Source: an optimization exercise on an open RTL-to-GDS flow (aim: small area). Production flows keep margins and buffers that such runs may drop. The RTL was checked by simulation tests, not by an equivalence proof against the original design. Power figures rest on the tool's default switching activity, not on a simulated workload.

branch amber:
==> module ACv2, before the edit <==
module ACv2(
    input clk,
    input rst,
    input [7:0] ipsum,
    input bn_param_in_en,
    input [15:0] bn_param_in,
    input [2:0] config_bits,
    input in_en,
    input F,
    output [7:0] data_out,
    output logic data_out_en,
    output logic [15:0] bn_param_out,
    output logic bn_param_out_en
    );
    parameter IN_WIDTH = 8;
    parameter ACC_WIDTH = 8;
    parameter BN_SCALE_WIDTH = 8;
    parameter BN_SHIFT_WIDTH = 8;
    logic [7:0] ipsum_reg, psum_reg, add_node, bn_node;
    logic [15:0] bn_param_reg;
    logic in_en_dly, bn_valid;
    always @(posedge clk) begin
        ipsum_reg <= (rst & in_en) ? ipsum : 8'd0;
        psum_reg <= add_node;
        in_en_dly <= in_en;
        if (bn_param_in_en)
            bn_param_reg <= bn_param_in;
        bn_valid <= rst & (bn_valid | bn_param_in_en);
        bn_param_out_en <= bn_param_in_en;
        bn_param_out <= bn_param_in;
    end
    wire [7:0] acc_sum;
    add8 u_acc(.a(ipsum_reg), .b(psum_reg), .s(acc_sum));
    assign add_node = (config_bits[2] & in_en_dly) ? acc_sum : ipsum_reg;
    muladd8lo u_bn(.a(add_node), .b(bn_param_reg[15:8]), .c(bn_param_reg[7:0]), .p(bn_node));
    assign data_out = config_bits[0] ? (bn_valid ? bn_node : 8'd0) : add_node;
    assign data_out_en = F;
endmodule
==> module DFSMv2, before the edit <==
module DFSMv2(
    input clk,
    input rst,
    input start,
    input [23:0] config_bits,
    input in_en,
    output logic start_out,
    output logic in_en_bypass,
    output logic A, B, C, D, E, F, G, H
    );
    parameter MAX_nPERIOD = 512;
    parameter MAX_nLMAC = 3072;
    parameter MAX_nSHFT = 3;
    localparam S0 = 2'd0, S1 = 2'd1, S2 = 2'd2, S0p = 2'd3;
    wire mode = config_bits[23];
    wire [8:0] config_nPeriod = config_bits[22:14];
    wire [11:0] config_nLMAC = config_bits[13:2];
    wire [1:0] config_nSHFT = config_bits[1:0];
    logic [1:0] state;
    logic [11:0] mac_count;
    logic [8:0] period_count;
    logic [2:0] F_dly;
    wire [11:0] mac_inc;
    inc #(12) u_mac_inc(.a(mac_count), .y(mac_inc));
    wire [8:0] period_inc;
    inc #(9) u_per_inc(.a(period_count), .y(period_inc));
    wire mac_more, per_more;
    ult #(12) u_mac_lt(.a(mac_inc), .b(config_nLMAC), .lt(mac_more));
    wire shft_more = mac_count[1:0] < config_nSHFT - 2'd1;
    ult #(9) u_per_lt(.a(period_inc), .b(config_nPeriod), .lt(per_more));
    always @(posedge clk) begin
        if (~rst) begin
            state <= S0;
            mac_count <= 12'd0;
            period_count <= 9'd0;
            F_dly <= 3'd0;
            F <= 1'b0;
        end
        else begin
            case (state)
                S0: begin
                    if (start) state <= S0p;
                    mac_count <= 12'd0;
                    period_count <= 9'd0;
                end
                S0p: begin
                    if (in_en) state <= S1;
                end
                S1: begin
                    if (!mac_more) state <= S2;
                    else if (~in_en) state <= S0p;
                    mac_count <= mac_more ? mac_inc : 12'd0;
                end
                S2: begin
                    if (!shft_more) state <= per_more ? (in_en ? S1 : S0p) : S0;
                    mac_count <= shft_more ? {10'd0, mac_count[1:0] + 2'd1} : 12'd0;
                    if (!mac_count[1]) period_count <= per_more ? period_inc : 9'd0;
                end
            endcase
            F_dly <= {F_dly[1:0], state == S2 && mac_count[1:0] == 2'd0};
            F <= F_dly[config_nSHFT - 2'd1];
        end
    end
    assign A = state == S1;
    assign B = state == S1 || state == S0p;
    always @(posedge clk) begin
        C <= state == S1 || state == S0p;
        D <= state == S1;
        E <= state == S2;
        H <= mode && state == S1;
        in_en_bypass <= in_en;
        start_out <= start;
    end
    assign G = E;
endmodule
==> module inc, before the edit <==
module inc #(parameter W = 8) (input [W-1:0] a, output [W-1:0] y);
  wire [W-1:0] c;
  assign y[0] = ~a[0];
  assign c[0] = a[0];
  genvar i;
  generate for (i = 1; i < W; i = i + 1) begin : g_bit
    assign y[i] = a[i] ^ c[i-1];
    assign c[i] = a[i] & c[i-1];
  end endgenerate
endmodule
==> module DFSMv3, before the edit <==
module DFSMv3(
    input clk,
    input rst,
    input start,
    input [23:0] config_bits,
    input all_data_rdy,
    input in_en,
    output logic start_out,
    output logic in_en_bypass,
    output logic data_preread,
    output logic A, B, C, D, E, F, G, H
    );
    parameter MAX_nPERIOD = 512;
    parameter MAX_nLMAC = 3072;
    parameter MAX_nSHFT = 3;
    localparam S0 = 2'd0, S1 = 2'd1, S2 = 2'd2, S0p = 2'd3;
    wire mode = config_bits[23];
    wire [8:0] config_nPeriod = config_bits[22:14];
    wire [11:0] config_nLMAC = config_bits[13:2];
    wire [1:0] config_nSHFT = config_bits[1:0];
    logic [1:0] state;
    logic [11:0] mac_count;
    logic [8:0] period_count;
    logic [4:0] F_dly;
    wire [11:0] mac_inc;
    inc #(12) u_mac_inc(.a(mac_count), .y(mac_inc));
    wire [8:0] period_inc;
    inc #(9) u_per_inc(.a(period_count), .y(period_inc));
    wire mac_more, per_more;
    ult #(12) u_mac_lt(.a(mac_inc), .b(config_nLMAC), .lt(mac_more));
    wire shft_more = mac_count[1:0] < config_nSHFT - 2'd1;
    ult #(9) u_per_lt(.a(period_inc), .b(config_nPeriod), .lt(per_more));
    always @(posedge clk) begin
        if (~rst) begin
            state <= S0;
            mac_count <= 12'd0;
            period_count <= 9'd0;
            F_dly <= 5'd0;
            F <= 1'b0;
        end
        else begin
            case (state)
                S0: begin
                    if (start) state <= S0p;
                    mac_count <= 12'd0;
                    period_count <= 9'd0;
                end
                S0p: begin
                    if (all_data_rdy) state <= S1;
                end
                S1: begin
                    if (!mac_more) state <= S2;
                    else if (~all_data_rdy) state <= S0p;
                    mac_count <= mac_more ? mac_inc : 12'd0;
                end
                S2: begin
                    if (!shft_more) state <= per_more ? (all_data_rdy ? S1 : S0p) : S0;
                    mac_count <= shft_more ? {10'd0, mac_count[1:0] + 2'd1} : 12'd0;
                    if (!mac_count[1]) period_count <= per_more ? period_inc : 9'd0;
                end
            endcase
            F_dly <= {F_dly[3:0], state == S2 && mac_count[1:0] == 2'd0};
            F <= F_dly[{1'b0, config_nSHFT} + 3'd1];
        end
    end
    logic A_dly, B_dly, D_dly1, E_dly1, E_dly2, H_dly1, H_dly2;
    always @(posedge clk) begin
        A_dly <= state == S1;
        A <= A_dly;
        D_dly1 <= A;
        D <= D_dly1;
        B_dly <= state == S1 || state == S0p;
        B <= B_dly;
        C <= B;
        E_dly1 <= state == S2;
        E_dly2 <= E_dly1;
        E <= E_dly2;
        H_dly1 <= mode && state == S1;
        H_dly2 <= H_dly1;
        H <= H_dly2;
        in_en_bypass <= in_en;
        start_out <= start;
    end
    assign G = E;
    assign data_preread = state == S1;
endmodule
clock: 12.0 ns
lec_check: 0
cap_margin: 0
core_margin: 2
core_utilization: 60
cts_buf_list: sky130_fd_sc_hd__clkbuf_4
cts_cluster_diameter: 80
cts_cluster_size: 8
place_density: 0.7
slew_margin: 0
standard.sh (not shown) runs the stock make flow with config.mk's settings and CLKGATE_MAP_FILE= SYNTH_SCRIPT=/design/flow/synth_recipe.tcl, a recipe that flattens the netlist after the stock synthesis.
==> flow/flow/run.sh <==
#!/bin/bash
# The standard layout, with the port buffers made of the smallest buffer.
set -e
export BUFFER_PORTS_ARGS="-buffer_cell sky130_fd_sc_hd__buf_1"
bash standard.sh > standard_flow.log 2>&1
[inputs] branch pepper vs branch amber
diff --git a/flow/design.v b/flow/design.v
--- a/flow/design.v
+++ b/flow/design.v
@@ -116,12 +116,13 @@
     logic [7:0] ipsum_reg, psum_reg, add_node, bn_node;
     logic [15:0] bn_param_reg;
-    logic in_en_dly, bn_valid;
+    logic in_en_dly;
     always @(posedge clk) begin
         ipsum_reg <= (rst & in_en) ? ipsum : 8'd0;
         psum_reg <= add_node;
         in_en_dly <= in_en;
-        if (bn_param_in_en)
+        if (~rst)
+            bn_param_reg <= 16'd0;
+        else if (bn_param_in_en)
             bn_param_reg <= bn_param_in;
-        bn_valid <= rst & (bn_valid | bn_param_in_en);
         bn_param_out_en <= bn_param_in_en;
         bn_param_out <= bn_param_in;
@@ -131,5 +132,5 @@
     assign add_node = (config_bits[2] & in_en_dly) ? acc_sum : ipsum_reg;
     muladd8lo u_bn(.a(add_node), .b(bn_param_reg[15:8]), .c(bn_param_reg[7:0]), .p(bn_node));
-    assign data_out = config_bits[0] ? (bn_valid ? bn_node : 8'd0) : add_node;
+    assign data_out = config_bits[0] ? bn_node : add_node;
     assign data_out_en = F;
 endmodule
@@ -491,8 +492,6 @@
     logic [8:0] period_count;
     logic [2:0] F_dly;
-    wire [11:0] mac_inc;
-    inc #(12) u_mac_inc(.a(mac_count), .y(mac_inc));
-    wire [8:0] period_inc;
-    inc #(9) u_per_inc(.a(period_count), .y(period_inc));
+    wire [11:0] mac_inc = mac_count + 12'd1;
+    wire [8:0] period_inc = period_count + 9'd1;
     wire mac_more, per_more;
     ult #(12) u_mac_lt(.a(mac_inc), .b(config_nLMAC), .lt(mac_more));
@@ -553,14 +552,4 @@
   assign lt = l[W-1];
 endmodule
-module inc #(parameter W = 8) (input [W-1:0] a, output [W-1:0] y);
-  wire [W-1:0] c;
-  assign y[0] = ~a[0];
-  assign c[0] = a[0];
-  genvar i;
-  generate for (i = 1; i < W; i = i + 1) begin : g_bit
-    assign y[i] = a[i] ^ c[i-1];
-    assign c[i] = a[i] & c[i-1];
-  end endgenerate
-endmodule
 module DFSMv3(
     input clk,
@@ -587,8 +576,6 @@
     logic [8:0] period_count;
     logic [4:0] F_dly;
-    wire [11:0] mac_inc;
-    inc #(12) u_mac_inc(.a(mac_count), .y(mac_inc));
-    wire [8:0] period_inc;
-    inc #(9) u_per_inc(.a(period_count), .y(period_inc));
+    wire [11:0] mac_inc = mac_count + 12'd1;
+    wire [8:0] period_inc = period_count + 9'd1;
     wire mac_more, per_more;
     ult #(12) u_mac_lt(.a(mac_inc), .b(config_nLMAC), .lt(mac_more));
Notes after the runs:
Maximum number of pins on one net before global-route repair, branch pepper vs branch amber: up by more than 10%
Global placement routability congestion (lower): branch pepper
branch amber → branch pepper: clock share of power decreased 1.0 points, area overhead of the layout relative to synthesis went down by 0.72 points, fmax fell by 0.39 MHz.

[what the ideal ports hide]
In the flow no input, the clock included, has a driving cell. The finished layouts below were timed again as built, in two steps.
Step 1, drivers: a clkbuf_16 drives clk and a buf_2 each remaining input, both assumed.
Step 2 adds t to the input delays and takes it off the output delays; t is the mean of the earliest and latest rising clock arrival at the registers after step 1. Input paths then give back, and output paths get back, about the clock's delay inside the block.
a / b / c = ideal / step 1 / step 2; a / b = the first two.
run | t, ns | setup WS [ns] | slew at the worst register clock pin (ns)
branch amber | 1.253 | 1.405 / 1.384 / 1.384 | 0.11 / 0.11
branch pepper | 1.304 | 1.362 / 1.292 / 1.479 | 0.12 / 0.12
After both steps every run listed still meets setup and hold. For branch amber, which loses most, drivers alone change the setup slack by -0.021 ns; drivers and shift together by -0.021 ns.
